This is an optimization exercise on Yosys and OpenROAD, whose aim is small area, a short achievable clock period and few clock cycles per item, not a production implementation. At most, simulation tests tie the RTL to the original design; equivalence was not proved. For run 1, only the layout was checked, not whether the RTL still works.

==> flow/design.v (outline; a module is shown in full before it is edited, if it fits) <==
// module multiplier: 1595 lines
// module mul_fa: 4 lines
// module mul_bselp: 3 lines
// module mul_bsel: 3 lines
// module mul_bpp: 3 lines
// module mul_ha: 4 lines
module multiplier #(MANT_BITS=23, EXP_BITS=8)(
	input wire clk,
	input wire reset_n,
	input wire input_valid,
	input logic [EXP_BITS+MANT_BITS:0] in_a,
	input logic [EXP_BITS+MANT_BITS:0] in_b,
	output logic [EXP_BITS+MANT_BITS:0] data_out,
	output logic output_valid
);
  // ...
==> flow/flow/run.sh <==
#!/bin/bash
set -euo pipefail
export BUFFER_PORTS_ARGS="-buffer_cell sky130_fd_sc_hd__buf_4"
bash standard.sh > standard.log 2>&1
==> flow/standard.sh <==
#!/bin/bash
# synth_recipe.tcl (not shown) runs the flow's synth.tcl, then flattens the netlist and writes it again
# the make line also repeats each setting of config.mk as NAME=value (left out here)
make -C /OpenROAD-flow-scripts/flow DESIGN_CONFIG=/design/flow/config.mk WORK_HOME=/design/flow/orfs CLKGATE_MAP_FILE= SYNTH_SCRIPT=/design/flow/synth_recipe.tcl "${@:-finish}"
==> flow/config.mk <==
export PLATFORM = sky130hd
export DESIGN_NAME = multiplier
export DESIGN_NICKNAME = multiplier
export VERILOG_FILES = /design/flow/design.v
export SDC_FILE = /design/flow/constraint.sdc
export NUM_CORES = 4
export LEC_CHECK = 0
export CAP_MARGIN = 20
export CORE_MARGIN = 2
export CORE_UTILIZATION = 60
export SETUP_SLACK_MARGIN = 2.0
export SLEW_MARGIN = 20
export SYNTH_HIERARCHICAL = 1
==> flow/constraint.sdc <==
create_clock -name core_clock -period 8.0 [get_ports {clk}]
set_input_delay 1.6000 -clock core_clock [delete_from_list [all_inputs] [get_ports {clk}]]
set_output_delay 1.6000 -clock core_clock [all_outputs]
set_load 0.01 [all_outputs]
==> impl_metrics.yaml, run 1 <==
status:
  status: "complete, no violations"
cells_and_area:
  largest_class: "multi-input gates"
  nonClockBufferCount: 178
  seq_share_pct: 11.90
die:
  die_h_um: 179.4
yosys:
  synth.most_common_cell: "xnor2_1"
  synth_commonest_cells: "xnor2_1, a22o_1, fa_1, nand2_1, ha_1"
  avgSynthCellArea_um2: 10.29
  synth.distinct_cells: 70
clocking:
  hold_buffers: 0
  cts_setup_buffers: 0
  clock_latency_ps: 370
  htree_num_levels: 3
global_routing:
  grt_util_met1_pct: 51.18
  grt_max_degree: 50
  grt_util_all_layers_pct: 36.03
setup_path:
  cp.depth: 12
  reg2regPathDepth: 13
timing:
  fin_crit_ps: 5866
  fmax_ghz: 0.1705
  final.setup_skew_ps: 24.28
  finalSetupViolations: 0
placement:
  dp_slack_ps: 1368
drt:
  final_antenna_net_count: 0
==> run 2: changes to the inputs <==
--- a/flow/design.v
+++ b/flow/design.v
@@ -2,17 +2,17 @@
 	input wire clk,
 	input wire reset_n,
 	input wire input_valid,
 	input logic [EXP_BITS+MANT_BITS:0] in_a,
 	input logic [EXP_BITS+MANT_BITS:0] in_b,
 	output logic [EXP_BITS+MANT_BITS:0] data_out,
 	output logic output_valid
 );
-localparam [1:0] IDLE = 2'd0, SHIFT = 2'd1, MUL = 2'd2;
+localparam [1:0] IDLE = 2'd0, SHIFT = 2'd1, MUL = 2'd2, LOAD = 2'd3;
 logic [1:0] st;
 logic [7:0] ea, eb;
 logic za, zb;
 logic [9:0] esum;               
 logic slow;
 assign ea = in_a[30:23];
 assign eb = in_b[30:23];
 assign za = (ea == 8'd0);
@@ -20,20 +20,21 @@
 assign esum = {2'b0, ea | {7'b0, za}} + {2'b0, eb | {7'b0, zb}};
 assign slow = (za & ~zb & (|in_a[22:0])) | (zb & ~za & (|in_b[22:0]));
 logic [23:0] sh;                
 logic        sh_a;              
 logic [8:0]  e;                 
 logic        s126_r;
 wire shifting = (st == SHIFT) && !sh[23] && !e[8] && !s126_r;
 always_ff @(posedge clk) begin
-	if (st == IDLE) begin
-		sh <= {1'b0, za ? in_a[22:0] : in_b[22:0]};
+	if (st == IDLE)
 		sh_a <= za;
-	end else if (shifting)
+	if (st == LOAD)
+		sh <= {1'b0, sh_a ? in_a[22:0] : in_b[22:0]};
+	else if (shifting)
 		sh <= sh << 1;
 end
 wire use_sh = (st == MUL);
 wire [23:0] x = (use_sh && sh_a) ? sh : {~za, in_a[22:0]};
 wire [23:0] y = (use_sh && !sh_a) ? sh : {~zb, in_b[22:0]};
 	wire one0 = y[0] ^ 1'b0;
 	wire two0 = (y[1] & ~y[0] & ~1'b0) | (~y[1] & y[0] & 1'b0);
 	wire neg0 = y[1];
@@ -954,618 +955,614 @@
 	wire pp330 = y[23] & x[17];
 	wire pp331 = y[23] & x[18];
 	wire pp332 = y[23] & x[19];
 	wire pp333 = y[23] & x[20];
 	wire pp334 = y[23] & x[21];
 	wire pp335 = y[23] & x[22];
 	wire pp336 = y[23] & x[23];
 	wire s337, c338;
-	mul_ha us337 (1'b1, pp314, s337, c338);
+	mul_ha us337 (neg8, pp113, s337, c338);
 	wire s339, c340;
-	mul_ha us339 (1'b1, pp315, s339, c340);
+	mul_ha us339 (pp114, pp138, s339, c340);
 	wire s341, c342;
-	mul_ha us341 (neg8, pp113, s341, c342);
+	mul_fa us341 (neg9, pp115, pp139, s341, c342);
 	wire s343, c344;
-	mul_ha us343 (pp114, pp138, s343, c344);
+	mul_ha us343 (pp163, pp187, s343, c344);
 	wire s345, c346;
-	mul_fa us345 (neg9, pp115, pp139, s345, c346);
+	mul_fa us345 (pp116, pp140, pp164, s345, c346);
 	wire s347, c348;
-	mul_ha us347 (pp163, pp187, s347, c348);
+	mul_ha us347 (pp188, pp20, s347, c348);
 	wire s349, c350;
-	mul_fa us349 (pp116, pp140, pp164, s349, c350);
+	mul_fa us349 (neg10, pp117, pp141, s349, c350);
 	wire s351, c352;
-	mul_ha us351 (pp188, pp20, s351, c352);
+	mul_fa us351 (pp165, pp189, pp21, s351, c352);
 	wire s353, c354;
-	mul_fa us353 (neg10, pp117, pp141, s353, c354);
+	mul_ha us353 (pp213, pp237, s353, c354);
 	wire s355, c356;
-	mul_fa us355 (pp165, pp189, pp21, s355, c356);
+	mul_fa us355 (pp118, pp142, pp166, s355, c356);
 	wire s357, c358;
-	mul_ha us357 (pp213, pp237, s357, c358);
+	mul_fa us357 (pp190, pp214, pp22, s357, c358);
 	wire s359, c360;
-	mul_fa us359 (pp118, pp142, pp166, s359, c360);
+	mul_ha us359 (pp238, pp262, s359, c360);
 	wire s361, c362;
-	mul_fa us361 (pp190, pp214, pp22, s361, c362);
+	mul_fa us361 (neg11, pp119, pp143, s361, c362);
 	wire s363, c364;
-	mul_ha us363 (pp238, pp262, s363, c364);
+	mul_fa us363 (pp167, pp191, pp215, s363, c364);
 	wire s365, c366;
-	mul_fa us365 (neg11, pp119, pp143, s365, c366);
+	mul_fa us365 (pp23, pp239, pp263, s365, c366);
 	wire s367, c368;
-	mul_fa us367 (pp167, pp191, pp215, s367, c368);
+	mul_ha us367 (pp287, pp47, s367, c368);
 	wire s369, c370;
-	mul_fa us369 (pp23, pp239, pp263, s369, c370);
+	mul_fa us369 (pp120, pp144, pp168, s369, c370);
 	wire s371, c372;
-	mul_ha us371 (pp287, pp47, s371, c372);
+	mul_fa us371 (pp192, pp216, pp24, s371, c372);
 	wire s373, c374;
-	mul_fa us373 (pp120, pp144, pp168, s373, c374);
+	mul_fa us373 (pp240, pp264, pp288, s373, c374);
 	wire s375, c376;
-	mul_fa us375 (pp192, pp216, pp24, s375, c376);
+	mul_ha us375 (pp48, pp72, s375, c376);
 	wire s377, c378;
-	mul_fa us377 (pp240, pp264, pp288, s377, c378);
+	mul_fa us377 (pp313, pp121, pp145, s377, c378);
 	wire s379, c380;
-	mul_ha us379 (pp48, pp72, s379, c380);
+	mul_fa us379 (pp169, pp193, pp217, s379, c380);
 	wire s381, c382;
-	mul_fa us381 (pp313, pp121, pp145, s381, c382);
+	mul_fa us381 (pp241, pp25, pp265, s381, c382);
 	wire s383, c384;
-	mul_fa us383 (pp169, pp193, pp217, s383, c384);
+	mul_fa us383 (pp289, pp49, pp73, s383, c384);
 	wire s385, c386;
-	mul_fa us385 (pp241, pp25, pp265, s385, c386);
+	mul_fa us385 (neg0, pp314, pp122, s385, c386);
 	wire s387, c388;
-	mul_fa us387 (pp289, pp49, pp73, s387, c388);
+	mul_fa us387 (pp146, pp170, pp194, s387, c388);
 	wire s389, c390;
-	mul_fa us389 (pp26, s337, pp122, s389, c390);
+	mul_fa us389 (pp218, pp242, pp266, s389, c390);
 	wire s391, c392;
-	mul_fa us391 (pp146, pp170, pp194, s391, c392);
+	mul_fa us391 (pp290, pp50, pp74, s391, c392);
 	wire s393, c394;
-	mul_fa us393 (pp218, pp242, pp266, s393, c394);
+	mul_fa us393 (neg0, pp315, pp123, s393, c394);
 	wire s395, c396;
-	mul_fa us395 (pp290, pp50, pp74, s395, c396);
+	mul_fa us395 (pp147, pp171, pp195, s395, c396);
 	wire s397, c398;
-	mul_fa us397 (c338, s339, pp123, s397, c398);
+	mul_fa us397 (pp219, pp243, pp267, s397, c398);
 	wire s399, c400;
-	mul_fa us399 (pp147, pp171, pp195, s399, c400);
+	mul_fa us399 (pp291, pp51, pp75, s399, c400);
 	wire s401, c402;
-	mul_fa us401 (pp219, pp243, pp267, s401, c402);
+	mul_fa us401 (pp316, pp26, pp52, s401, c402);
 	wire s403, c404;
-	mul_fa us403 (pp291, pp51, pp75, s403, c404);
+	mul_fa us403 (pp100, pp124, pp148, s403, c404);
 	wire s405, c406;
-	mul_fa us405 (pp316, pp52, c340, s405, c406);
+	mul_fa us405 (pp172, pp196, pp220, s405, c406);
 	wire s407, c408;
-	mul_fa us407 (pp100, pp124, pp148, s407, c408);
+	mul_fa us407 (pp244, pp268, pp292, s407, c408);
 	wire s409, c410;
-	mul_fa us409 (pp172, pp196, pp220, s409, c410);
+	mul_fa us409 (1'b1, pp317, pp101, s409, c410);
 	wire s411, c412;
-	mul_fa us411 (pp244, pp268, pp292, s411, c412);
+	mul_fa us411 (pp125, pp149, pp173, s411, c412);
 	wire s413, c414;
-	mul_fa us413 (1'b1, pp317, pp101, s413, c414);
+	mul_fa us413 (pp197, pp221, pp245, s413, c414);
 	wire s415, c416;
-	mul_fa us415 (pp125, pp149, pp173, s415, c416);
+	mul_ha us415 (pp269, pp293, s415, c416);
 	wire s417, c418;
-	mul_fa us417 (pp197, pp221, pp245, s417, c418);
+	mul_fa us417 (pp318, pp78, pp102, s417, c418);
 	wire s419, c420;
-	mul_ha us419 (pp269, pp293, s419, c420);
+	mul_fa us419 (pp126, pp150, pp174, s419, c420);
 	wire s421, c422;
-	mul_fa us421 (pp318, pp78, pp102, s421, c422);
+	mul_fa us421 (pp198, pp222, pp246, s421, c422);
 	wire s423, c424;
-	mul_fa us423 (pp126, pp150, pp174, s423, c424);
+	mul_fa us423 (1'b1, pp319, pp103, s423, c424);
 	wire s425, c426;
-	mul_fa us425 (pp198, pp222, pp246, s425, c426);
+	mul_fa us425 (pp127, pp151, pp175, s425, c426);
 	wire s427, c428;
-	mul_fa us427 (1'b1, pp319, pp103, s427, c428);
+	mul_ha us427 (pp199, pp223, s427, c428);
 	wire s429, c430;
-	mul_fa us429 (pp127, pp151, pp175, s429, c430);
+	mul_fa us429 (pp320, pp104, pp128, s429, c430);
 	wire s431, c432;
-	mul_ha us431 (pp199, pp223, s431, c432);
+	mul_fa us431 (pp152, pp176, pp200, s431, c432);
 	wire s433, c434;
-	mul_fa us433 (pp320, pp104, pp128, s433, c434);
+	mul_fa us433 (1'b1, pp321, pp129, s433, c434);
 	wire s435, c436;
-	mul_fa us435 (pp152, pp176, pp200, s435, c436);
+	mul_ha us435 (pp153, pp177, s435, c436);
 	wire s437, c438;
-	mul_fa us437 (1'b1, pp321, pp129, s437, c438);
+	mul_fa us437 (pp322, pp130, pp154, s437, c438);
 	wire s439, c440;
-	mul_ha us439 (pp153, pp177, s439, c440);
+	mul_ha us439 (1'b1, pp323, s439, c440);
 	wire s441, c442;
-	mul_fa us441 (pp322, pp130, pp154, s441, c442);
+	mul_ha us441 (neg5, pp107, s441, c442);
 	wire s443, c444;
-	mul_ha us443 (1'b1, pp323, s443, c444);
+	mul_ha us443 (pp108, pp12, s443, c444);
 	wire s445, c446;
-	mul_ha us445 (neg5, pp107, s445, c446);
+	mul_fa us445 (neg6, pp109, pp13, s445, c446);
 	wire s447, c448;
-	mul_ha us447 (pp108, pp12, s447, c448);
+	mul_ha us447 (pp133, pp157, s447, c448);
 	wire s449, c450;
-	mul_fa us449 (neg6, pp109, pp13, s449, c450);
+	mul_fa us449 (pp110, pp134, pp14, s449, c450);
 	wire s451, c452;
-	mul_ha us451 (pp133, pp157, s451, c452);
+	mul_ha us451 (pp158, pp38, s451, c452);
 	wire s453, c454;
-	mul_fa us453 (pp110, pp134, pp14, s453, c454);
+	mul_fa us453 (neg7, pp111, pp135, s453, c454);
 	wire s455, c456;
-	mul_ha us455 (pp158, pp38, s455, c456);
+	mul_fa us455 (pp15, pp159, pp183, s455, c456);
 	wire s457, c458;
-	mul_fa us457 (neg7, pp111, pp135, s457, c458);
+	mul_ha us457 (pp39, pp63, s457, c458);
 	wire s459, c460;
-	mul_fa us459 (pp15, pp159, pp183, s459, c460);
+	mul_fa us459 (pp112, pp136, pp16, s459, c460);
 	wire s461, c462;
-	mul_ha us461 (pp39, pp63, s461, c462);
+	mul_fa us461 (pp160, pp184, pp40, s461, c462);
 	wire s463, c464;
-	mul_fa us463 (pp112, pp136, pp16, s463, c464);
+	mul_ha us463 (pp64, pp88, s463, c464);
 	wire s465, c466;
-	mul_fa us465 (pp160, pp184, pp40, s465, c466);
+	mul_fa us465 (pp137, pp161, pp17, s465, c466);
 	wire s467, c468;
-	mul_ha us467 (pp64, pp88, s467, c468);
+	mul_fa us467 (pp185, pp209, pp41, s467, c468);
 	wire s469, c470;
-	mul_fa us469 (pp137, pp161, pp17, s469, c470);
+	mul_fa us469 (pp65, pp89, s337, s469, c470);
 	wire s471, c472;
-	mul_fa us471 (pp185, pp209, pp41, s471, c472);
+	mul_fa us471 (pp162, pp18, pp186, s471, c472);
 	wire s473, c474;
-	mul_fa us473 (pp65, pp89, s341, s473, c474);
+	mul_fa us473 (pp210, pp42, pp66, s473, c474);
 	wire s475, c476;
-	mul_fa us475 (pp162, pp18, pp186, s475, c476);
+	mul_fa us475 (pp90, c338, s339, s475, c476);
 	wire s477, c478;
-	mul_fa us477 (pp210, pp42, pp66, s477, c478);
+	mul_fa us477 (pp19, pp211, pp235, s477, c478);
 	wire s479, c480;
-	mul_fa us479 (pp90, c342, s343, s479, c480);
+	mul_fa us479 (pp43, pp67, pp91, s479, c480);
 	wire s481, c482;
-	mul_fa us481 (pp19, pp211, pp235, s481, c482);
+	mul_fa us481 (c340, s343, s341, s481, c482);
 	wire s483, c484;
-	mul_fa us483 (pp43, pp67, pp91, s483, c484);
+	mul_fa us483 (pp212, pp236, pp44, s483, c484);
 	wire s485, c486;
-	mul_fa us485 (c344, s347, s345, s485, c486);
+	mul_fa us485 (pp68, pp92, c344, s485, c486);
 	wire s487, c488;
-	mul_fa us487 (pp212, pp236, pp44, s487, c488);
+	mul_fa us487 (s347, c342, s345, s487, c488);
 	wire s489, c490;
-	mul_fa us489 (pp68, pp92, c348, s489, c490);
+	mul_fa us489 (pp261, pp45, pp69, s489, c490);
 	wire s491, c492;
-	mul_fa us491 (s351, c346, s349, s491, c492);
+	mul_fa us491 (pp93, c348, s353, s491, c492);
 	wire s493, c494;
-	mul_fa us493 (pp261, pp45, pp69, s493, c494);
+	mul_fa us493 (c346, s349, s351, s493, c494);
 	wire s495, c496;
-	mul_fa us495 (pp93, c352, s357, s495, c496);
+	mul_fa us495 (pp46, pp70, pp94, s495, c496);
 	wire s497, c498;
-	mul_fa us497 (c350, s353, s355, s497, c498);
+	mul_fa us497 (c354, s359, c350, s497, c498);
 	wire s499, c500;
-	mul_fa us499 (pp46, pp70, pp94, s499, c500);
+	mul_fa us499 (c352, s355, s357, s499, c500);
 	wire s501, c502;
-	mul_fa us501 (c358, s363, c354, s501, c502);
+	mul_fa us501 (pp71, pp95, c360, s501, c502);
 	wire s503, c504;
-	mul_fa us503 (c356, s359, s361, s503, c504);
+	mul_fa us503 (s367, c356, c358, s503, c504);
 	wire s505, c506;
-	mul_fa us505 (pp71, pp95, c364, s505, c506);
+	mul_fa us505 (s361, s363, s365, s505, c506);
 	wire s507, c508;
-	mul_fa us507 (s371, c360, c362, s507, c508);
+	mul_fa us507 (pp96, c368, s375, s507, c508);
 	wire s509, c510;
-	mul_fa us509 (s365, s367, s369, s509, c510);
+	mul_fa us509 (c362, c364, c366, s509, c510);
 	wire s511, c512;
-	mul_fa us511 (pp96, c372, s379, s511, c512);
+	mul_fa us511 (s369, s371, s373, s511, c512);
 	wire s513, c514;
-	mul_fa us513 (c366, c368, c370, s513, c514);
+	mul_fa us513 (pp97, c376, c370, s513, c514);
 	wire s515, c516;
-	mul_fa us515 (s373, s375, s377, s515, c516);
+	mul_fa us515 (c372, c374, s377, s515, c516);
 	wire s517, c518;
-	mul_fa us517 (pp97, c380, c374, s517, c518);
+	mul_fa us517 (s379, s381, s383, s517, c518);
 	wire s519, c520;
-	mul_fa us519 (c376, c378, s381, s519, c520);
+	mul_fa us519 (pp98, c378, c380, s519, c520);
 	wire s521, c522;
-	mul_fa us521 (s383, s385, s387, s521, c522);
+	mul_fa us521 (c382, c384, s385, s521, c522);
 	wire s523, c524;
-	mul_fa us523 (pp98, c382, c384, s523, c524);
+	mul_fa us523 (s387, s389, s391, s523, c524);
 	wire s525, c526;
-	mul_fa us525 (c386, c388, s389, s525, c526);
+	mul_fa us525 (pp99, c386, c388, s525, c526);
 	wire s527, c528;
-	mul_fa us527 (s391, s393, s395, s527, c528);
+	mul_fa us527 (c390, c392, s393, s527, c528);
 	wire s529, c530;
-	mul_fa us529 (pp99, c390, c392, s529, c530);
+	mul_fa us529 (s395, s397, s399, s529, c530);
 	wire s531, c532;
-	mul_fa us531 (c394, c396, s397, s531, c532);
+	mul_fa us531 (pp76, s401, c394, s531, c532);
 	wire s533, c534;
-	mul_fa us533 (s399, s401, s403, s533, c534);
+	mul_fa us533 (c396, c398, c400, s533, c534);
 	wire s535, c536;
-	mul_fa us535 (pp76, s405, c398, s535, c536);
+	mul_fa us535 (s403, s405, s407, s535, c536);
 	wire s537, c538;
-	mul_fa us537 (c400, c402, c404, s537, c538);
+	mul_fa us537 (pp77, c402, s415, s537, c538);
 	wire s539, c540;
-	mul_fa us539 (s407, s409, s411, s539, c540);
+	mul_fa us539 (c404, c406, c408, s539, c540);
 	wire s541, c542;
-	mul_fa us541 (pp77, s419, c406, s541, c542);
+	mul_fa us541 (s409, s411, s413, s541, c542);
 	wire s543, c544;
-	mul_fa us543 (c408, c410, c412, s543, c544);
+	mul_fa us543 (pp270, pp294, c416, s543, c544);
 	wire s545, c546;
-	mul_fa us545 (s413, s415, s417, s545, c546);
+	mul_fa us545 (c410, c412, c414, s545, c546);
 	wire s547, c548;
-	mul_fa us547 (pp270, pp294, c420, s547, c548);
+	mul_fa us547 (s417, s419, s421, s547, c548);
 	wire s549, c550;
-	mul_fa us549 (c414, c416, c418, s549, c550);
+	mul_fa us549 (pp247, pp271, pp295, s549, c550);
 	wire s551, c552;
-	mul_fa us551 (s421, s423, s425, s551, c552);
+	mul_fa us551 (s427, c418, c420, s551, c552);
 	wire s553, c554;
-	mul_fa us553 (pp247, pp271, pp295, s553, c554);
+	mul_fa us553 (c422, s423, s425, s553, c554);
 	wire s555, c556;
-	mul_fa us555 (s431, c422, c424, s555, c556);
+	mul_fa us555 (pp224, pp248, pp272, s555, c556);
 	wire s557, c558;
-	mul_fa us557 (c426, s427, s429, s557, c558);
+	mul_fa us557 (pp296, c428, c424, s557, c558);
 	wire s559, c560;
-	mul_fa us559 (pp224, pp248, pp272, s559, c560);
+	mul_fa us559 (c426, s429, s431, s559, c560);
 	wire s561, c562;
-	mul_fa us561 (pp296, c432, c428, s561, c562);
+	mul_fa us561 (pp201, pp225, pp249, s561, c562);
 	wire s563, c564;
-	mul_fa us563 (c430, s433, s435, s563, c564);
+	mul_fa us563 (pp273, pp297, s435, s563, c564);
 	wire s565, c566;
-	mul_fa us565 (pp201, pp225, pp249, s565, c566);
+	mul_fa us565 (c430, c432, s433, s565, c566);
 	wire s567, c568;
-	mul_fa us567 (pp273, pp297, s439, s567, c568);
+	mul_fa us567 (pp178, pp202, pp226, s567, c568);
 	wire s569, c570;
-	mul_fa us569 (c434, c436, s437, s569, c570);
+	mul_fa us569 (pp250, pp274, pp298, s569, c570);
 	wire s571, c572;
-	mul_fa us571 (pp178, pp202, pp226, s571, c572);
+	mul_fa us571 (c436, c434, s437, s571, c572);
 	wire s573, c574;
-	mul_fa us573 (pp250, pp274, pp298, s573, c574);
+	mul_fa us573 (s439, pp155, pp179, s573, c574);
 	wire s575, c576;
-	mul_fa us575 (c440, c438, s441, s575, c576);
+	mul_fa us575 (pp203, pp227, pp251, s575, c576);
 	wire s577, c578;
-	mul_fa us577 (s443, pp155, pp179, s577, c578);
+	mul_fa us577 (pp275, pp299, c438, s577, c578);
 	wire s579, c580;
-	mul_fa us579 (pp203, pp227, pp251, s579, c580);
+	mul_fa us579 (pp324, pp156, c440, s579, c580);
 	wire s581, c582;
-	mul_fa us581 (pp275, pp299, c442, s581, c582);
+	mul_fa us581 (pp180, pp204, pp228, s581, c582);
 	wire s583, c584;
-	mul_fa us583 (pp324, pp156, c444, s583, c584);
+	mul_fa us583 (pp252, pp276, pp300, s583, c584);
 	wire s585, c586;
-	mul_fa us585 (pp180, pp204, pp228, s585, c586);
+	mul_fa us585 (1'b1, pp325, pp181, s585, c586);
 	wire s587, c588;
-	mul_fa us587 (pp252, pp276, pp300, s587, c588);
+	mul_fa us587 (pp205, pp229, pp253, s587, c588);
 	wire s589, c590;
-	mul_fa us589 (1'b1, pp325, pp181, s589, c590);
+	mul_ha us589 (pp277, pp301, s589, c590);
 	wire s591, c592;
-	mul_fa us591 (pp205, pp229, pp253, s591, c592);
+	mul_fa us591 (pp326, pp182, pp206, s591, c592);
 	wire s593, c594;
-	mul_ha us593 (pp277, pp301, s593, c594);
+	mul_fa us593 (pp230, pp254, pp278, s593, c594);
 	wire s595, c596;
-	mul_fa us595 (pp326, pp182, pp206, s595, c596);
+	mul_fa us595 (1'b1, pp327, pp207, s595, c596);
 	wire s597, c598;
-	mul_fa us597 (pp230, pp254, pp278, s597, c598);
+	mul_ha us597 (pp231, pp255, s597, c598);
 	wire s599, c600;
-	mul_fa us599 (1'b1, pp327, pp207, s599, c600);
+	mul_fa us599 (pp328, pp208, pp232, s599, c600);
 	wire s601, c602;
-	mul_ha us601 (pp231, pp255, s601, c602);
+	mul_ha us601 (1'b1, pp329, s601, c602);
 	wire s603, c604;
-	mul_fa us603 (pp328, pp208, pp232, s603, c604);
+	mul_ha us603 (neg3, pp31, s603, c604);
 	wire s605, c606;
-	mul_ha us605 (1'b1, pp329, s605, c606);
+	mul_ha us605 (pp32, pp56, s605, c606);
 	wire s607, c608;
-	mul_ha us607 (neg3, pp31, s607, c608);
+	mul_fa us607 (neg4, pp105, pp33, s607, c608);
 	wire s609, c610;
-	mul_ha us609 (pp32, pp56, s609, c610);
+	mul_ha us609 (pp57, pp81, s609, c610);
 	wire s611, c612;
-	mul_fa us611 (neg4, pp105, pp33, s611, c612);
+	mul_fa us611 (pp10, pp106, pp34, s611, c612);
 	wire s613, c614;
-	mul_ha us613 (pp57, pp81, s613, c614);
+	mul_ha us613 (pp58, pp82, s613, c614);
 	wire s615, c616;
-	mul_fa us615 (pp10, pp106, pp34, s615, c616);
+	mul_fa us615 (pp11, pp131, pp35, s615, c616);
 	wire s617, c618;
-	mul_ha us617 (pp58, pp82, s617, c618);
+	mul_fa us617 (pp59, pp83, s441, s617, c618);
 	wire s619, c620;
-	mul_fa us619 (pp11, pp131, pp35, s619, c620);
+	mul_fa us619 (pp132, pp36, pp60, s619, c620);
 	wire s621, c622;
-	mul_fa us621 (pp59, pp83, s445, s621, c622);
+	mul_fa us621 (pp84, c442, s443, s621, c622);
 	wire s623, c624;
-	mul_fa us623 (pp132, pp36, pp60, s623, c624);
+	mul_fa us623 (pp37, pp61, pp85, s623, c624);
 	wire s625, c626;
-	mul_fa us625 (pp84, c446, s447, s625, c626);
+	mul_fa us625 (c444, s447, s445, s625, c626);
 	wire s627, c628;
-	mul_fa us627 (pp37, pp61, pp85, s627, c628);
+	mul_fa us627 (pp62, pp86, c448, s627, c628);
 	wire s629, c630;
-	mul_fa us629 (c448, s451, s449, s629, c630);
+	mul_fa us629 (s451, c446, s449, s629, c630);
 	wire s631, c632;
-	mul_fa us631 (pp62, pp86, c452, s631, c632);
+	mul_fa us631 (pp87, c452, s457, s631, c632);
 	wire s633, c634;
-	mul_fa us633 (s455, c450, s453, s633, c634);
+	mul_fa us633 (c450, s453, s455, s633, c634);
 	wire s635, c636;
-	mul_fa us635 (pp87, c456, s461, s635, c636);
+	mul_fa us635 (c458, s463, c454, s635, c636);
 	wire s637, c638;
-	mul_fa us637 (c454, s457, s459, s637, c638);
+	mul_fa us637 (c456, s459, s461, s637, c638);
 	wire s639, c640;
-	mul_fa us639 (c462, s467, c458, s639, c640);
+	mul_fa us639 (c464, c460, c462, s639, c640);
 	wire s641, c642;
-	mul_fa us641 (c460, s463, s465, s641, c642);
+	mul_fa us641 (s465, s467, s469, s641, c642);
 	wire s643, c644;
-	mul_fa us643 (c468, c464, c466, s643, c644);
+	mul_fa us643 (c466, c468, s471, s643, c644);
 	wire s645, c646;
-	mul_fa us645 (s469, s471, s473, s645, c646);
+	mul_fa us645 (s473, c470, s475, s645, c646);
 	wire s647, c648;
-	mul_fa us647 (c470, c472, s475, s647, c648);
+	mul_fa us647 (c472, c474, s477, s647, c648);
 	wire s649, c650;
-	mul_fa us649 (s477, c474, s479, s649, c650);
+	mul_fa us649 (s479, c476, s481, s649, c650);
 	wire s651, c652;
-	mul_fa us651 (c476, c478, s481, s651, c652);
+	mul_fa us651 (c478, c480, s483, s651, c652);
 	wire s653, c654;
-	mul_fa us653 (s483, c480, s485, s653, c654);
+	mul_fa us653 (s485, c482, s487, s653, c654);
 	wire s655, c656;
-	mul_fa us655 (c482, c484, s487, s655, c656);
+	mul_fa us655 (c484, s489, c486, s655, c656);
 	wire s657, c658;
-	mul_fa us657 (s489, c486, s491, s657, c658);
+	mul_fa us657 (s491, c488, s493, s657, c658);
 	wire s659, c660;
-	mul_fa us659 (c488, s493, c490, s659, c660);
+	mul_fa us659 (c490, s495, c492, s659, c660);
 	wire s661, c662;
-	mul_fa us661 (s495, c492, s497, s661, c662);
+	mul_fa us661 (c494, s497, s499, s661, c662);
 	wire s663, c664;
-	mul_fa us663 (c494, s499, c496, s663, c664);
+	mul_fa us663 (c496, s501, c498, s663, c664);
 	wire s665, c666;
-	mul_fa us665 (c498, s501, s503, s665, c666);
+	mul_fa us665 (c500, s503, s505, s665, c666);
 	wire s667, c668;
-	mul_fa us667 (c500, s505, c502, s667, c668);
+	mul_fa us667 (c502, s507, c504, s667, c668);
 	wire s669, c670;
-	mul_fa us669 (c504, s507, s509, s669, c670);
+	mul_fa us669 (c506, s509, s511, s669, c670);
 	wire s671, c672;
-	mul_fa us671 (c506, s511, c508, s671, c672);
+	mul_fa us671 (c508, c510, c512, s671, c672);
 	wire s673, c674;
-	mul_fa us673 (c510, s513, s515, s673, c674);
+	mul_fa us673 (s513, s515, s517, s673, c674);
 	wire s675, c676;
-	mul_fa us675 (c512, c514, c516, s675, c676);
+	mul_fa us675 (c514, c516, c518, s675, c676);
 	wire s677, c678;
-	mul_fa us677 (s517, s519, s521, s677, c678);
+	mul_fa us677 (s519, s521, s523, s677, c678);
 	wire s679, c680;
-	mul_fa us679 (c518, c520, c522, s679, c680);
+	mul_fa us679 (c520, c522, c524, s679, c680);
 	wire s681, c682;
-	mul_fa us681 (s523, s525, s527, s681, c682);
+	mul_fa us681 (s525, s527, s529, s681, c682);
 	wire s683, c684;
-	mul_fa us683 (c524, c526, c528, s683, c684);
+	mul_fa us683 (c526, c528, c530, s683, c684);
 	wire s685, c686;
-	mul_fa us685 (s529, s531, s533, s685, c686);
+	mul_fa us685 (s531, s533, s535, s685, c686);
 	wire s687, c688;
-	mul_fa us687 (c530, c532, c534, s687, c688);
+	mul_fa us687 (s537, c532, c534, s687, c688);
 	wire s689, c690;
-	mul_fa us689 (s535, s537, s539, s689, c690);
+	mul_fa us689 (c536, s539, s541, s689, c690);
 	wire s691, c692;
-	mul_fa us691 (s541, c536, c538, s691, c692);
+	mul_fa us691 (s543, c538, c540, s691, c692);
 	wire s693, c694;
-	mul_fa us693 (c540, s543, s545, s693, c694);
+	mul_fa us693 (c542, s545, s547, s693, c694);
 	wire s695, c696;
-	mul_fa us695 (s547, c542, c544, s695, c696);
+	mul_fa us695 (s549, c544, c546, s695, c696);
 	wire s697, c698;
-	mul_fa us697 (c546, s549, s551, s697, c698);
+	mul_fa us697 (c548, s551, s553, s697, c698);
 	wire s699, c700;
-	mul_fa us699 (s553, c548, c550, s699, c700);
+	mul_fa us699 (c550, s555, c552, s699, c700);
 	wire s701, c702;
-	mul_fa us701 (c552, s555, s557, s701, c702);
+	mul_fa us701 (c554, s557, s559, s701, c702);
 	wire s703, c704;
-	mul_fa us703 (c554, s559, c556, s703, c704);
+	mul_fa us703 (c556, s561, s563, s703, c704);
 	wire s705, c706;
-	mul_fa us705 (c558, s561, s563, s705, c706);
+	mul_fa us705 (c558, c560, s565, s705, c706);
 	wire s707, c708;
-	mul_fa us707 (c560, s565, s567, s707, c708);
+	mul_fa us707 (c562, s567, s569, s707, c708);
 	wire s709, c710;
-	mul_fa us709 (c562, c564, s569, s709, c710);
+	mul_fa us709 (c564, c566, s571, s709, c710);
 	wire s711, c712;
-	mul_fa us711 (c566, s571, s573, s711, c712);
+	mul_fa us711 (c568, c570, s573, s711, c712);
 	wire s713, c714;
-	mul_fa us713 (c568, c570, s575, s713, c714);
+	mul_fa us713 (s575, c572, s577, s713, c714);
 	wire s715, c716;
-	mul_fa us715 (c572, c574, s577, s715, c716);
+	mul_fa us715 (s579, c574, c576, s715, c716);
 	wire s717, c718;
-	mul_fa us717 (s579, c576, s581, s717, c718);
+	mul_fa us717 (s581, s583, c578, s717, c718);
 	wire s719, c720;
-	mul_fa us719 (s583, c578, c580, s719, c720);
+	mul_fa us719 (s589, c580, c582, s719, c720);
 	wire s721, c722;
-	mul_fa us721 (s585, s587, c582, s721, c722);
+	mul_fa us721 (c584, s585, s587, s721, c722);
 	wire s723, c724;
-	mul_fa us723 (s593, c584, c586, s723, c724);
+	mul_fa us723 (pp302, c590, c586, s723, c724);
 	wire s725, c726;
-	mul_fa us725 (c588, s589, s591, s725, c726);
+	mul_fa us725 (c588, s591, s593, s725, c726);
 	wire s727, c728;
-	mul_fa us727 (pp302, c594, c590, s727, c728);
+	mul_fa us727 (pp279, pp303, s597, s727, c728);
 	wire s729, c730;
-	mul_fa us729 (c592, s595, s597, s729, c730);
+	mul_fa us729 (c592, c594, s595, s729, c730);
 	wire s731, c732;
-	mul_fa us731 (pp279, pp303, s601, s731, c732);
+	mul_fa us731 (pp256, pp280, pp304, s731, c732);
 	wire s733, c734;
-	mul_fa us733 (c596, c598, s599, s733, c734);
+	mul_fa us733 (c598, c596, s599, s733, c734);
 	wire s735, c736;
-	mul_fa us735 (pp256, pp280, pp304, s735, c736);
+	mul_fa us735 (s601, pp233, pp257, s735, c736);
 	wire s737, c738;
-	mul_fa us737 (c602, c600, s603, s737, c738);
+	mul_fa us737 (pp281, pp305, c600, s737, c738);
 	wire s739, c740;
-	mul_fa us739 (s605, pp233, pp257, s739, c740);
+	mul_fa us739 (pp330, pp234, c602, s739, c740);
 	wire s741, c742;
-	mul_fa us741 (pp281, pp305, c604, s741, c742);
+	mul_fa us741 (pp258, pp282, pp306, s741, c742);
 	wire s743, c744;
-	mul_fa us743 (pp330, pp234, c606, s743, c744);
+	mul_fa us743 (1'b1, pp331, pp259, s743, c744);
 	wire s745, c746;
-	mul_fa us745 (pp258, pp282, pp306, s745, c746);
+	mul_ha us745 (pp283, pp307, s745, c746);
 	wire s747, c748;
-	mul_fa us747 (1'b1, pp331, pp259, s747, c748);
+	mul_fa us747 (pp332, pp260, pp284, s747, c748);
 	wire s749, c750;
-	mul_ha us749 (pp283, pp307, s749, c750);
+	mul_ha us749 (1'b1, pp333, s749, c750);
 	wire s751, c752;
-	mul_fa us751 (pp332, pp260, pp284, s751, c752);
+	mul_ha us751 (neg2, pp29, s751, c752);
 	wire s753, c754;
-	mul_ha us753 (1'b1, pp333, s753, c754);
+	mul_ha us753 (pp30, pp54, s753, c754);
 	wire s755, c756;
-	mul_ha us755 (neg2, pp29, s755, c756);
+	mul_fa us755 (pp55, pp7, pp79, s755, c756);
 	wire s757, c758;
-	mul_ha us757 (pp30, pp54, s757, c758);
+	mul_fa us757 (pp8, pp80, c604, s757, c758);
 	wire s759, c760;
-	mul_fa us759 (pp55, pp7, pp79, s759, c760);
+	mul_fa us759 (pp9, c606, s609, s759, c760);
 	wire s761, c762;
-	mul_fa us761 (pp8, pp80, c608, s761, c762);
+	mul_fa us761 (c610, s613, c608, s761, c762);
 	wire s763, c764;
-	mul_fa us763 (pp9, c610, s613, s763, c764);
+	mul_fa us763 (c614, c612, s615, s763, c764);
 	wire s765, c766;
-	mul_fa us765 (c614, s617, c612, s765, c766);
+	mul_fa us765 (c616, s619, c618, s765, c766);
 	wire s767, c768;
-	mul_fa us767 (c618, c616, s619, s767, c768);
+	mul_fa us767 (c620, s623, c622, s767, c768);
 	wire s769, c770;
-	mul_fa us769 (c620, s623, c622, s769, c770);
+	mul_fa us769 (c624, s627, c626, s769, c770);
 	wire s771, c772;
-	mul_fa us771 (c624, s627, c626, s771, c772);
+	mul_fa us771 (c628, s631, c630, s771, c772);
 	wire s773, c774;
-	mul_fa us773 (c628, s631, c630, s773, c774);
+	mul_fa us773 (c632, c634, s635, s773, c774);
 	wire s775, c776;
-	mul_fa us775 (c632, s635, c634, s775, c776);
+	mul_fa us775 (c636, c638, s639, s775, c776);
 	wire s777, c778;
-	mul_fa us777 (c636, c638, s639, s777, c778);
+	mul_fa us777 (c640, s643, c642, s777, c778);
 	wire s779, c780;
-	mul_fa us779 (c640, c642, s643, s779, c780);
+	mul_fa us779 (c644, s647, c646, s779, c780);
 	wire s781, c782;
-	mul_fa us781 (c644, s647, c646, s781, c782);
+	mul_fa us781 (c648, s651, c650, s781, c782);
 	wire s783, c784;
-	mul_fa us783 (c648, s651, c650, s783, c784);
+	mul_fa us783 (c652, s655, c654, s783, c784);
 	wire s785, c786;
-	mul_fa us785 (c652, s655, c654, s785, c786);
+	mul_fa us785 (c656, s659, c658, s785, c786);
 	wire s787, c788;
-	mul_fa us787 (c656, s659, c658, s787, c788);
+	mul_fa us787 (c660, c662, s663, s787, c788);
 	wire s789, c790;
-	mul_fa us789 (c660, s663, c662, s789, c790);
+	mul_fa us789 (c664, c666, s667, s789, c790);
 	wire s791, c792;
-	mul_fa us791 (c664, c666, s667, s791, c792);
+	mul_fa us791 (c668, c670, s671, s791, c792);
 	wire s793, c794;
-	mul_fa us793 (c668, c670, s671, s793, c794);
+	mul_fa us793 (c672, c674, s675, s793, c794);
 	wire s795, c796;
-	mul_fa us795 (c672, c674, s675, s795, c796);
+	mul_fa us795 (c676, c678, s679, s795, c796);
 	wire s797, c798;
-	mul_fa us797 (c676, c678, s679, s797, c798);
+	mul_fa us797 (c680, c682, s683, s797, c798);
 	wire s799, c800;
-	mul_fa us799 (c680, c682, s683, s799, c800);
+	mul_fa us799 (c684, c686, s687, s799, c800);
 	wire s801, c802;
-	mul_fa us801 (c684, c686, s687, s801, c802);
+	mul_fa us801 (c688, c690, s691, s801, c802);
 	wire s803, c804;
-	mul_fa us803 (c688, c690, s691, s803, c804);
+	mul_fa us803 (c692, c694, s695, s803, c804);
 	wire s805, c806;
-	mul_fa us805 (c692, c694, s695, s805, c806);
+	mul_fa us805 (c696, c698, s699, s805, c806);
 	wire s807, c808;
-	mul_fa us807 (c696, c698, s699, s807, c808);
+	mul_fa us807 (s703, c700, c702, s807, c808);
 	wire s809, c810;
-	mul_fa us809 (c700, c702, s703, s809, c810);
+	mul_fa us809 (s707, c704, c706, s809, c810);
 	wire s811, c812;
-	mul_fa us811 (s707, c704, c706, s811, c812);
+	mul_fa us811 (c708, s711, c710, s811, c812);
 	wire s813, c814;
-	mul_fa us813 (s711, c708, c710, s813, c814);
+	mul_fa us813 (c712, s715, c714, s813, c814);
 	wire s815, c816;
-	mul_fa us815 (c712, s715, c714, s815, c816);
+	mul_fa us815 (c716, s719, s721, s815, c816);
 	wire s817, c818;
-	mul_fa us817 (c716, s719, c718, s817, c818);
+	mul_fa us817 (c720, c722, s723, s817, c818);
 	wire s819, c820;
-	mul_fa us819 (c720, s723, s725, s819, c820);
+	mul_fa us819 (s727, c724, c726, s819, c820);
 	wire s821, c822;
-	mul_fa us821 (c724, c726, s727, s821, c822);
+	mul_fa us821 (s731, c728, c730, s821, c822);
 	wire s823, c824;
-	mul_fa us823 (s731, c728, c730, s823, c824);
+	mul_fa us823 (c732, s735, c734, s823, c824);
 	wire s825, c826;
-	mul_fa us825 (s735, c732, c734, s825, c826);
+	mul_fa us825 (s739, c736, s741, s825, c826);
 	wire s827, c828;
-	mul_fa us827 (c736, s739, c738, s827, c828);
+	mul_fa us827 (s745, c740, c742, s827, c828);
 	wire s829, c830;
-	mul_fa us829 (s743, c740, s745, s829, c830);
+	mul_fa us829 (pp308, c746, c744, s829, c830);
 	wire s831, c832;
-	mul_fa us831 (s749, c744, c746, s831, c832);
+	mul_fa us831 (s749, pp285, pp309, s831, c832);
 	wire s833, c834;
-	mul_fa us833 (pp308, c750, c748, s833, c834);
+	mul_fa us833 (pp334, pp286, c750, s833, c834);
 	wire s835, c836;
-	mul_fa us835 (s753, pp285, pp309, s835, c836);
+	mul_ha us835 (1'b1, pp335, s835, c836);
 	wire s837, c838;
-	mul_fa us837 (pp334, pp286, c754, s837, c838);
+	mul_ha us837 (neg1, pp27, s837, c838);
 	wire s839, c840;
-	mul_ha us839 (1'b1, pp335, s839, c840);
+	mul_ha us839 (pp28, pp4, s839, c840);
 	wire s841, c842;
-	mul_ha us841 (neg1, pp27, s841, c842);
+	mul_fa us841 (pp5, pp53, s751, s841, c842);
 	wire s843, c844;
-	mul_ha us843 (pp28, pp4, s843, c844);
+	mul_fa us843 (pp6, c752, s753, s843, c844);
 	wire s845, c846;
-	mul_fa us845 (pp5, pp53, s755, s845, c846);
+	mul_fa us845 (c754, s603, s755, s845, c846);
 	wire s847, c848;
-	mul_fa us847 (pp6, c756, s757, s847, c848);
+	mul_fa us847 (s605, c756, s757, s847, c848);
 	wire s849, c850;
-	mul_fa us849 (c758, s607, s759, s849, c850);
+	mul_fa us849 (s607, c758, s759, s849, c850);
 	wire s851, c852;
-	mul_fa us851 (s609, c760, s761, s851, c852);
+	mul_fa us851 (s611, c760, s761, s851, c852);
 	wire s853, c854;
-	mul_fa us853 (s611, c762, s763, s853, c854);
+	mul_fa us853 (s617, c762, s763, s853, c854);
 	wire s855, c856;
-	mul_fa us855 (s615, c764, s765, s855, c856);
+	mul_fa us855 (s621, c764, s765, s855, c856);
 	wire s857, c858;
-	mul_fa us857 (s621, c766, s767, s857, c858);
+	mul_fa us857 (s625, c766, s767, s857, c858);
 	wire s859, c860;
-	mul_fa us859 (s625, c768, s769, s859, c860);
+	mul_fa us859 (s629, c768, s769, s859, c860);
 	wire s861, c862;
-	mul_fa us861 (s629, c770, s771, s861, c862);
+	mul_fa us861 (s633, c770, s771, s861, c862);
 	wire s863, c864;
-	mul_fa us863 (s633, c772, s773, s863, c864);
+	mul_fa us863 (s637, c772, s773, s863, c864);
 	wire s865, c866;
-	mul_fa us865 (s637, c774, s775, s865, c866);
+	mul_fa us865 (s641, c774, s775, s865, c866);
 	wire s867, c868;
-	mul_fa us867 (s641, c776, s777, s867, c868);
+	mul_fa us867 (s645, c776, s777, s867, c868);
 	wire s869, c870;
-	mul_fa us869 (s645, c778, s779, s869, c870);
+	mul_fa us869 (s649, c778, s779, s869, c870);
 	wire s871, c872;
-	mul_fa us871 (s649, c780, s781, s871, c872);
+	mul_fa us871 (s653, c780, s781, s871, c872);
 	wire s873, c874;
-	mul_fa us873 (s653, c782, s783, s873, c874);
+	mul_fa us873 (s657, c782, s783, s873, c874);
 	wire s875, c876;
-	mul_fa us875 (s657, c784, s785, s875, c876);
+	mul_fa us875 (s661, c784, s785, s875, c876);
 	wire s877, c878;
-	mul_fa us877 (s661, c786, s787, s877, c878);
+	mul_fa us877 (s665, c786, s787, s877, c878);
 	wire s879, c880;
-	mul_fa us879 (s665, c788, s789, s879, c880);
+	mul_fa us879 (s669, c788, s789, s879, c880);
 	wire s881, c882;
-	mul_fa us881 (s669, c790, s791, s881, c882);
+	mul_fa us881 (s673, c790, s791, s881, c882);
 	wire s883, c884;
-	mul_fa us883 (s673, c792, s793, s883, c884);
+	mul_fa us883 (s677, c792, s793, s883, c884);
 	wire s885, c886;
-	mul_fa us885 (s677, c794, s795, s885, c886);
+	mul_fa us885 (s681, c794, s795, s885, c886);
 	wire s887, c888;
-	mul_fa us887 (s681, c796, s797, s887, c888);
+	mul_fa us887 (s685, c796, s797, s887, c888);
 	wire s889, c890;
-	mul_fa us889 (s685, c798, s799, s889, c890);
+	mul_fa us889 (s689, c798, s799, s889, c890);
 	wire s891, c892;
-	mul_fa us891 (s689, c800, s801, s891, c892);
+	mul_fa us891 (s693, c800, s801, s891, c892);
 	wire s893, c894;
-	mul_fa us893 (s693, c802, s803, s893, c894);
+	mul_fa us893 (s697, c802, s803, s893, c894);
 	wire s895, c896;
-	mul_fa us895 (s697, c804, s805, s895, c896);
+	mul_fa us895 (s701, c804, s805, s895, c896);
 	wire s897, c898;
-	mul_fa us897 (s701, c806, s807, s897, c898);
+	mul_fa us897 (s705, c806, s807, s897, c898);
 	wire s899, c900;
-	mul_fa us899 (s705, c808, s809, s899, c900);
+	mul_fa us899 (s709, c808, s809, s899, c900);
 	wire s901, c902;
-	mul_fa us901 (s709, c810, s811, s901, c902);
+	mul_fa us901 (s713, c810, s811, s901, c902);
 	wire s903, c904;
-	mul_fa us903 (s713, c812, s813, s903, c904);
+	mul_fa us903 (s717, c812, s813, s903, c904);
 	wire s905, c906;
-	mul_fa us905 (s717, c814, s815, s905, c906);
+	mul_fa us905 (c718, s815, c814, s905, c906);
 	wire s907, c908;
-	mul_fa us907 (s721, c816, s817, s907, c908);
+	mul_fa us907 (s725, c816, s817, s907, c908);
 	wire s909, c910;
-	mul_fa us909 (c722, s819, c818, s909, c910);
+	mul_fa us909 (s729, c818, s819, s909, c910);
 	wire s911, c912;
-	mul_fa us911 (s729, c820, s821, s911, c912);
+	mul_fa us911 (s733, c820, s821, s911, c912);
 	wire s913, c914;
-	mul_fa us913 (s733, c822, s823, s913, c914);
+	mul_fa us913 (s737, c822, s823, s913, c914);
 	wire s915, c916;
-	mul_fa us915 (s737, c824, s825, s915, c916);
+	mul_fa us915 (c738, s825, c824, s915, c916);
 	wire s917, c918;
-	mul_fa us917 (s741, c826, s827, s917, c918);
+	mul_fa us917 (s743, c826, s827, s917, c918);
 	wire s919, c920;
-	mul_fa us919 (c742, s829, c828, s919, c920);
+	mul_fa us919 (s747, c828, s829, s919, c920);
 	wire s921, c922;
-	mul_fa us921 (s747, c830, s831, s921, c922);
+	mul_fa us921 (c748, s831, c830, s921, c922);
 	wire s923, c924;
-	mul_fa us923 (s751, c832, s833, s923, c924);
+	mul_fa us923 (pp310, s833, c832, s923, c924);
 	wire s925, c926;
-	mul_fa us925 (c752, s835, c834, s925, c926);
+	mul_fa us925 (s835, pp311, c834, s925, c926);
 	wire s927, c928;
-	mul_fa us927 (pp310, s837, c836, s927, c928);
-	wire s929, c930;
-	mul_fa us929 (s839, pp311, c838, s929, c930);
-	wire s931, c932;
-	mul_fa us931 (pp336, pp312, c840, s931, c932);
-wire [16:0] lo_sum = {1'b0, {c866, c864, c862, c860, c858, c856, c854, c852, c850, c848, c846, c844, c842, pp3, pp2, neg0}} + {1'b0, {s867, s865, s863, s861, s859, s857, s855, s853, s851, s849, s847, s845, s843, s841, 1'b0, pp1}};
+	mul_fa us927 (pp336, pp312, c836, s927, c928);
+wire [16:0] lo_sum = {1'b0, {c862, c860, c858, c856, c854, c852, c850, c848, c846, c844, c842, c840, c838, pp3, pp2, neg0}} + {1'b0, {s863, s861, s859, s857, s855, s853, s851, s849, s847, s845, s843, s841, s839, s837, 1'b0, pp1}};
 logic [31:0] ra, rb;
 logic rc;
 logic sgn, inf_r, zero_r;
 always_ff @(posedge clk) begin
-	ra <= {s931, s929, s927, c924, c922, s921, c918, c916, c914, c912, s911, c908, c906, c904, c902, c900, c898, c896, c894, c892, c890, c888, c886, c884, c882, c880, c878, c876, c874, c872, c870, c868};
-	rb <= {c930, c928, c926, s925, s923, c920, s919, s917, s915, s913, c910, s909, s907, s905, s903, s901, s899, s897, s895, s893, s891, s889, s887, s885, s883, s881, s879, s877, s875, s873, s871, s869};
+	ra <= {s927, s925, s923, c920, c918, s917, c914, c912, c910, c908, s907, c904, c902, c900, c898, c896, c894, c892, c890, c888, c886, c884, c882, c880, c878, c876, c874, c872, c870, c868, c866, c864};
+	rb <= {c926, c924, c922, s921, s919, c916, s915, s913, s911, s909, c906, s905, s903, s901, s899, s897, s895, s893, s891, s889, s887, s885, s883, s881, s879, s877, s875, s873, s871, s869, s867, s865};
 	rc <= lo_sum[16];
 	sgn <= in_a[31] ^ in_b[31];
 	inf_r <= (ea == 8'hff) || (eb == 8'hff) || (esum >= 10'd382);
 	zero_r <= (za && in_a[22:0] == 0) || (zb && in_b[22:0] == 0) || (esum < 10'd128);
 	if (st == IDLE) begin
 		e <= 9'(esum - 10'd127);
 		s126_r <= (esum == 10'd128);
 	end else if (shifting)
@@ -1573,17 +1570,18 @@
 end
 always_ff @(posedge clk, negedge reset_n) begin
 	if (!reset_n) begin
 		st <= IDLE;
 		output_valid <= 1'b0;
 	end else begin
 		output_valid <= (st == MUL) || (st == IDLE && input_valid && !slow);
 		case (st)
-			IDLE: if (input_valid && slow) st <= SHIFT;
+			IDLE: if (input_valid && slow) st <= LOAD;
+			LOAD: st <= SHIFT;
 			SHIFT: if (!shifting) st <= MUL;
 			default: st <= IDLE;
 		endcase
 	end
 end
 wire [32:0] ps = {ra, 1'b1} + {rb, rc};    
 wire [31:0] p = ps[32:1];                     
 wire p47 = p[31];
==> flow/config.mk (replaced) <==
export PLATFORM = sky130hd
export DESIGN_NAME = multiplier
export DESIGN_NICKNAME = multiplier
export VERILOG_FILES = /design/flow/design.v
export SDC_FILE = /design/flow/constraint.sdc
export NUM_CORES = 4
export LEC_CHECK = 0
export CAP_MARGIN = 20
export CORE_MARGIN = 2
export CORE_UTILIZATION = 60
export SETUP_SLACK_MARGIN = 2.5
export SLEW_MARGIN = 20
export SYNTH_HIERARCHICAL = 1
==> run 2 against run 1 <==
Routed wire length is 4.4% higher. Critical endpoint is now rb[13]$_DFF_P_. Setup slack better by 420 ps. Worst hold slack better by 37 ps. Cell area is 4.5% higher. Non-clock buffer count is 33 higher. Cell count is 1.3% higher. Synthesized area is 0.83% higher. Die area is 0.82% higher.
==> impl_metrics.yaml, run 2 <==
yosys:
  yosys-top-cells-area: "fa_1, xnor2_1, a22o_1"
  avgSynthCellArea_um2: 10.46
  yosysWarnings: 7
  syn_inst: 1781
  async_reset_ff_share_pct: 2.830
  ys_seq_area_share_pct: 13.30
  synth_area_leader_cell: "fa_1"
  synth_ff_type: "dfxtp_1"
  synth_edf_count: 34
  yosysTopAreaCellShare_pct: 28.49
  synth_commonest_cells: "xnor2_1, a22o_1, fa_1, nor2_1, ha_1"
  synth.most_common_cell: "xnor2_1"
  synthesis.area_um2: 18620
  synth.distinct_cells: 69
  synth-seq-cells: 106
drt:
  num_vias: 15950
  final_antenna_net_count: 0
  drtPass1Iterations: 6
  drc: 0
  met1_length_um: 23690
  viasPerCell: 6.756
  dr_wl_met2_um: 28260
  dr_wl_met3_um: 7004
  wl_um: 61650
  highest_layer: "met5"
  drtIter0Drc: 1854
  routedWlPerCell_um: 26.11
setup_path:
  arrival_ps: 5700
  crit_buf_inv: 2
  crit_type: "input port to flip-flop"
  worstPathMaxFanout: 14
  endpoint_kind: "flip-flop"
  cpMostUsedCell: "fa_1"
  required_ps: 8250
  critPathLaunchType: "input port"
  r2r_slack_ps: 2650
  crit_chain: "buf_4, mux2i_2, xor2_4, buf_4, a22o_1, xnor2_1, fa_1, fa_1, fa_1, fa_1, fa_1"
  slowest_delay_ps: 550
  crit_family: "adder cells"
  crit_slowest_cell: "fa_1"
timing:
  drv_slew: 0
  rsz0062_at_grt: "true"
  fmax_ghz: 0.1836
  tns_ps: 0
  fin_ws_ps: 2553
  hold_viol: 0
  fin_crit_sh_pct: 68.08
  finalSetupViolations: 0
  tightest_slew_ps: 1012
  relSlewSlack_pct: 31.23
  fin_crit_ps: 5447
  final.setup_skew_ps: 16.72
global_routing:
  grt_pass1_vias: 15910
  grt-ovfl-total: 0
  antenna_found_initial: 1
  grt_util_all_layers_pct: 37.68
  grt_pass1_wl_um: 94680
  grt_max_degree: 51
cells_and_area:
  insertedDiodeCount: 0
  syn2layout_area_growth_pct: 16.88
  drive_above_1_share_pct: 18.83
  fillCellCount: 2273
  final_common_cell: "xnor2_1"
  top_regs: "ra x32, rb x32, sh x24"
  mostFrequentLayoutCells: "xnor2_1, a22o_1, fa_1"
  fin_nets: 2385
  instances_no_fill: 2361
clocking:
  htree_num_levels: 3
  cts_sinks: 106
  root_buffer: "clkbuf_16"
  cts_tree: "yes"
  clk_pin_slew_worst_paths_ps: 80
  clock_latency_ps: 380
  cts_made_buffers: 9
  cts_buffer_depth: 2
placement:
  dp_hpwl_um: 42590
  numPlacedInstances: 2258
  dp_slack_ps: 1416
  io_buffers: 99
  place_congestion: 0.9428
die:
  io_pins: 100
  rows: 64
  start_util_pct: 60.88
  core_um2: 30590
  fp.dieArea_um2: 32460
  die_x_um: 180.2
  die_h_um: 180.2
min_path:
  hold_path.class: "flip-flop to flip-flop"
flow_run:
  drv_cap: 0
status:
  status: "complete, no violations"
## run 2: metal layers
layer	track usage [%]	vias to the layer above
met5	0	-
met4	14.00	2
met3	9.438	211
met2	60.12	1054
met1	49.88	7868
li1	-	6816
## run 2: cell families after synthesis
kind of cell             count (synthesis)  synth area share (%)
adder cells (fa/ha/maj)                358                 34.74
multiplexers                            95                 5.603
other                                    1               0.02014
AND/OR/NAND/NOR                        298                 7.861
buffers and inverters                  103                 2.614
XOR/XNOR                               341                 16.04
AO/OA/AOI/OAI                          479                 19.83
flip-flops                             106                 13.30
## run 2: timing repair
action | 4_1_cts | 5_1_grt
setup buffers | 29 | 48
hold buffers | 0 | 0
resized for setup | 38 | 56
setup endpoints to repair | 53 | 32
pin swaps | 14 | 18
gates cloned | 8 | 2
## run 2: path summary, 6_finish.rpt
kind,startpoint,to,depth (start not counted)
max in group asynchronous,reset_n,st[0]$_DFFE_PN0P_,1
worst max register to register,sh_a$_DFFE_PP_,rb[13]$_DFF_P_,14
min in group asynchronous,reset_n,output_valid$_DFF_PN0_,1
worst max-delay path,in_b[22],rb[13]$_DFF_P_,11
worst min-delay path,sh[22]$_DFFE_PP_,sh[23]$_SDFFE_PN0P_,2
worst min register to register,sh[22]$_DFFE_PP_,sh[23]$_SDFFE_PN0P_,2
## run 2: modules after synthesis (local to each module, per instance)
module	cells	area [um2]	flops+latches
mul_fa	1	20.02	0
mul_bselp	1	8.758	0
multiplier	1209	10520	106
mul_ha	1	12.51	0
## run 2: per-stage QoR
| stage | util, % | cell area [um2] | hold slack, ps |
|---|---|---|---|
| after CTS | 69.03 | 21120 | 605.4 |
| final | 71.16 | 21770 | 613.6 |
| after global routing | 71.16 | 21770 | 658.7 |
| after detailed placement | 66.04 | 20200 | 591.4 |
| after global placement | 66.04 | 20200 | 540.3 |
| after floorplan | - | 19010 | 495.9 |
## run 2: area by class of cell
cell class              instances  area (um2)  share of cell area, %
multi-input cells            1591       16540                  75.99
repair buffers                211        1770                  8.134
inverters                      41       172.7                 0.7932
clock inverters                 7       85.08                 0.3909
flip-flops and latches        106        2477                  11.38
well taps                     396       495.5                  2.276
clock buffers                   9       225.2                  1.035
## run 2: worst register-to-register path: cells and delay by family (launching register included)
family / cells / cell delay (ps)
AOI/OAI and AO/OA: 1 / 170
muxes: 1 / 480
and+or+nand+nor: 1 / 240
xor gates and xnor gates: 2 / 570
DFF: 1 / 340
adders and majority gates: 5 / 2360
buffers and inverters: 4 / 1060
Testbench counts of run 2, summed over its fixed seeds: cycles 3,200, items 3,200.
==> run 3: changes to the inputs <==
--- a/flow/config.mk
+++ b/flow/config.mk
@@ -8,6 +8,6 @@
 export CAP_MARGIN = 20
 export CORE_MARGIN = 2
 export CORE_UTILIZATION = 60
-export SETUP_SLACK_MARGIN = 2.5
+export SETUP_SLACK_MARGIN = 2.7
 export SLEW_MARGIN = 20
 export SYNTH_HIERARCHICAL = 1
==> run 3 against run 2 <==
Still clean. Worst hold slack gained 15 ps. Global-route usage grew 1.3 points. Non-clock buffer count grew 2. Critical path depth grew 3. Clock skew grew 4.9 ps.
==> impl_metrics.yaml, run 3 <==
timing:
  fmax_ghz: 0.1853
  relSlewSlack_pct: 41.45
  tightest_slew_ps: 878.2
  tns_ps: 0
  timing.hold.ws_ps: 628.3
  drv_slew: 0
  final.setup_skew_ps: 21.60
  fin_crit_ps: 5397
  fin_crit_sh_pct: 67.46
  rsz0062_at_grt: "true"
  hold_viol: 0
  finalSetupViolations: 0
min_path:
  worstHoldStart: "sh[22]$_DFFE_PP_"
  hold-path-cell-count: 2
  hold_path.class: "flip-flop to flip-flop"
  holdPathEnd: "sh[23]$_SDFFE_PN0P_"
die:
  die_h_um: 180.2
  start_util_pct: 60.88
  rows: 64
  io_pins: 100
  core_um2: 30590
  die_x_um: 180.2
  fp.dieArea_um2: 32460
yosys:
  synth.most_common_cell: "xnor2_1"
  synth_ff_type: "dfxtp_1"
  synthesis.area_um2: 18620
  async_reset_ff_share_pct: 2.830
  synth_top_family_by_area: "adder cells"
  ys_seq_area_share_pct: 13.30
  synth_adder_area_share_pct: 34.74
  yosysTopAreaCellShare_pct: 28.49
  synthMuxAreaShare_pct: 5.603
  synth_area_leader_cell: "fa_1"
  synth-seq-cells: 106
  synth.distinct_cells: 69
  synth_edf_count: 34
  avgSynthCellArea_um2: 10.46
  yosys-top-cells-area: "fa_1, xnor2_1, a22o_1"
  synth_commonest_cells: "xnor2_1, a22o_1, fa_1, nor2_1, ha_1"
  yosysWarnings: 7
  synth-simple-area-share_pct: 7.861
  synth_compound_gate_area_share_pct: 19.83
  syn_inst: 1781
  synthXorXnorAreaFrac_pct: 16.04
setup_path:
  arrival_ps: 5640
  crit_slowest_cell: "fa_2"
  r2r_slack_ps: 2670
  crit_chain: "buf_8, nor4_4, nand3_2, o21ai_4, inv_2, or3_4, nand2_8, a22o_1, xnor2_1, fa_2, fa_2, fa_2, fa_1, fa_2"
  cpMostUsedCell: "fa_2"
  r2r_end: "rb[13]$_DFF_P_"
  worstPathMaxFanout: 6
  crit_type: "input port to flip-flop"
  slowest_delay_ps: 600
  reg2regPathDepth: 16
  r2r-start: "st[0]$_DFFE_PN0P_"
  required_ps: 8250
  endpoint_kind: "flip-flop"
  crit_buf_inv: 2
  crit_family: "adder cells"
  critPathLaunchType: "input port"
drt:
  final_antenna_net_count: 0
  viasPerCell: 6.814
  drtPass1Iterations: 7
  routedWlPerCell_um: 26.59
  drtIter0Drc: 2159
  wl_um: 63040
  num_vias: 16160
  drc: 0
clocking:
  cts_tree: "yes"
  hold_buffers: 0
  cts_made_buffers: 9
  clock_latency_ps: 390
  clk_pin_slew_worst_paths_ps: 80
  root_buffer: "clkbuf_16"
  cts_sinks: 106
  cts_buffer_depth: 2
  htree_num_levels: 3
cells_and_area:
  fin_nets: 2395
  top_regs: "ra x32, rb x32, sh x24"
  insertedDiodeCount: 0
  utilization_pct: 72.67
  final_common_cell: "xnor2_1"
  fillCellCount: 2296
  mostFrequentLayoutCells: "xnor2_1, a22o_1, fa_1"
  drive_above_1_share_pct: 21.42
  syn2layout_area_growth_pct: 19.37
global_routing:
  grt-ovfl-total: 0
  grt_util_all_layers_pct: 38.98
  grt_pass1_vias: 16350
  grt_pass1_wl_um: 97210
  antenna_found_initial: 0
  grt_max_degree: 51
placement:
  dp_hpwl_um: 41870
  io_buffers: 99
  place_congestion: 0.9330
flow_run:
  drv_cap: 0
status:
  status: "complete, no violations"
==> run 3: repair_timing <==
| item | CTS | global route |
|---|---|---|
| pin swaps | 25 | 15 |
| cloned | 20 | 2 |
| endpoints found under the setup margin | 54 | 41 |
| setup buffers | 67 | 16 |
| resized for setup | 70 | 50 |
==> run 3: layout make-up <==
class | count | area [um2] | share of cell area (%)
clock inverter | 7 | 75.07 | 0.3377
tap | 396 | 495.5 | 2.229
timing repair buffer | 213 | 1926 | 8.662
inverter | 41 | 176.4 | 0.7936
timing repair inverter | 1 | 6.256 | 0.02814
sequential | 106 | 2477 | 11.14
clock buffer | 9 | 225.2 | 1.013
multi-input combinational | 1598 | 16850 | 75.79
==> run 3: worst max path at each step <==
stage,startpoint,to,slack [ps],cells past startpoint
4_1_cts,in_b[6],rc$_DFF_P_,2650,15
5_1_grt,in_b[7],rc$_DFF_P_,2480,16
6_report,in_b[27],rb[10]$_DFF_P_,2600,14
3_3_place_gp,sh_a$_DFFE_PP_,rc$_DFF_P_,1600,17
3_5_place_dp,sh_a$_DFFE_PP_,rc$_DFF_P_,1540,17
2_1_floorplan,in_b[7],rc$_DFF_P_,2560,14
==> run 3: layer usage <==
metal	up-vias	track usage [%]	share of wire [%]
met5	-	0	0
met3	232	9.256	12
met4	0	15.23	4.7
li1	6859	-	-
met1	7885	53.01	38
met2	1180	60.63	45
==> run 3: worst register-to-register path, cell delays in order (launching register included) <==
cell      delay (ps)
dfrtp_1          410
inv_1            150
ha_4             230
nand2b_4         140
buf_12           160
buf_4            150
mux2i_4          200
buf_4            190
buf_4            160
xnor2_2          580
a22o_1           280
xnor2_1          110
fa_1             610
fa_1             450
fa_1             400
fa_1             560
fa_2             440
==> run 3: logic make-up after synthesis <==
kind of cell / after synthesis
AO/OA/AOI/OAI: 479
XOR/XNOR: 341
adder cells (fa/ha/maj): 358
buffers and inverters: 103
flip-flops: 106
multiplexers: 95
other: 1
AND/OR/NAND/NOR: 298
==> run 3: per-module statistics from Yosys, one instance, submodules excluded <==
module / cells inside / area, um2 / copies in the design / flops+latches
multiplier: 1209 / 10520 / 1 / 106
mul_fa: 1 / 20.02 / 264 / 0
mul_ha: 1 / 12.51 / 32 / 0
mul_bselp: 1 / 8.758 / 276 / 0
==> run 3: through the flow <==
stage | cell area, um2 | worst slack [ps] | cells
2_1_floorplan | 19180 | 2562 | 1790
3_3_place_gp | 20280 | 1602 | 2250
3_5_place_dp | 20280 | 1537 | 2250
4_1_cts | 21810 | 2650 | 2353
5_1_grt | 22230 | 2481 | 2371
6_report | 22230 | 2603 | 2371

==> afterwards: timing with drivers on the ports <==
In the flow no input, the clock included, has a driving cell. The finished layouts below were timed again as built, in two steps.
Step 1: set_driving_cell puts a clkbuf_16 on clk and a buf_2 on each other input, an assumption about the parent block.
Step 2 adds t to the input delays and takes it off the output delays; t is the mean of the earliest and latest rising clock arrival at the registers after step 1. Input paths then give back, and output paths get back, about the clock's delay inside the block.
a / b / c = no drivers / after step 1 / after step 2; a / b = the first two.
run	t (ns)	setup WS [ns]	hold WS [ns]	slew at the worst register clock pin (ns)	worst slew at a driven data input, ns
run 1	0.419	2.134 / 2.152 / 1.733	0.577 / 0.577 / 0.577	0.09 / 0.09	0.05
run 2	0.421	2.553 / 2.574 / 2.153	0.614 / 0.614 / 0.614	0.09 / 0.09	0.04
run 3	0.426	2.603 / 2.610 / 2.184	0.628 / 0.628 / 0.628	0.09 / 0.09	0.05
After both steps setup and hold are still met in every run listed. For run 3, which loses most, drivers alone change the setup slack by +0.007 ns; drivers and shift together by -0.419 ns.
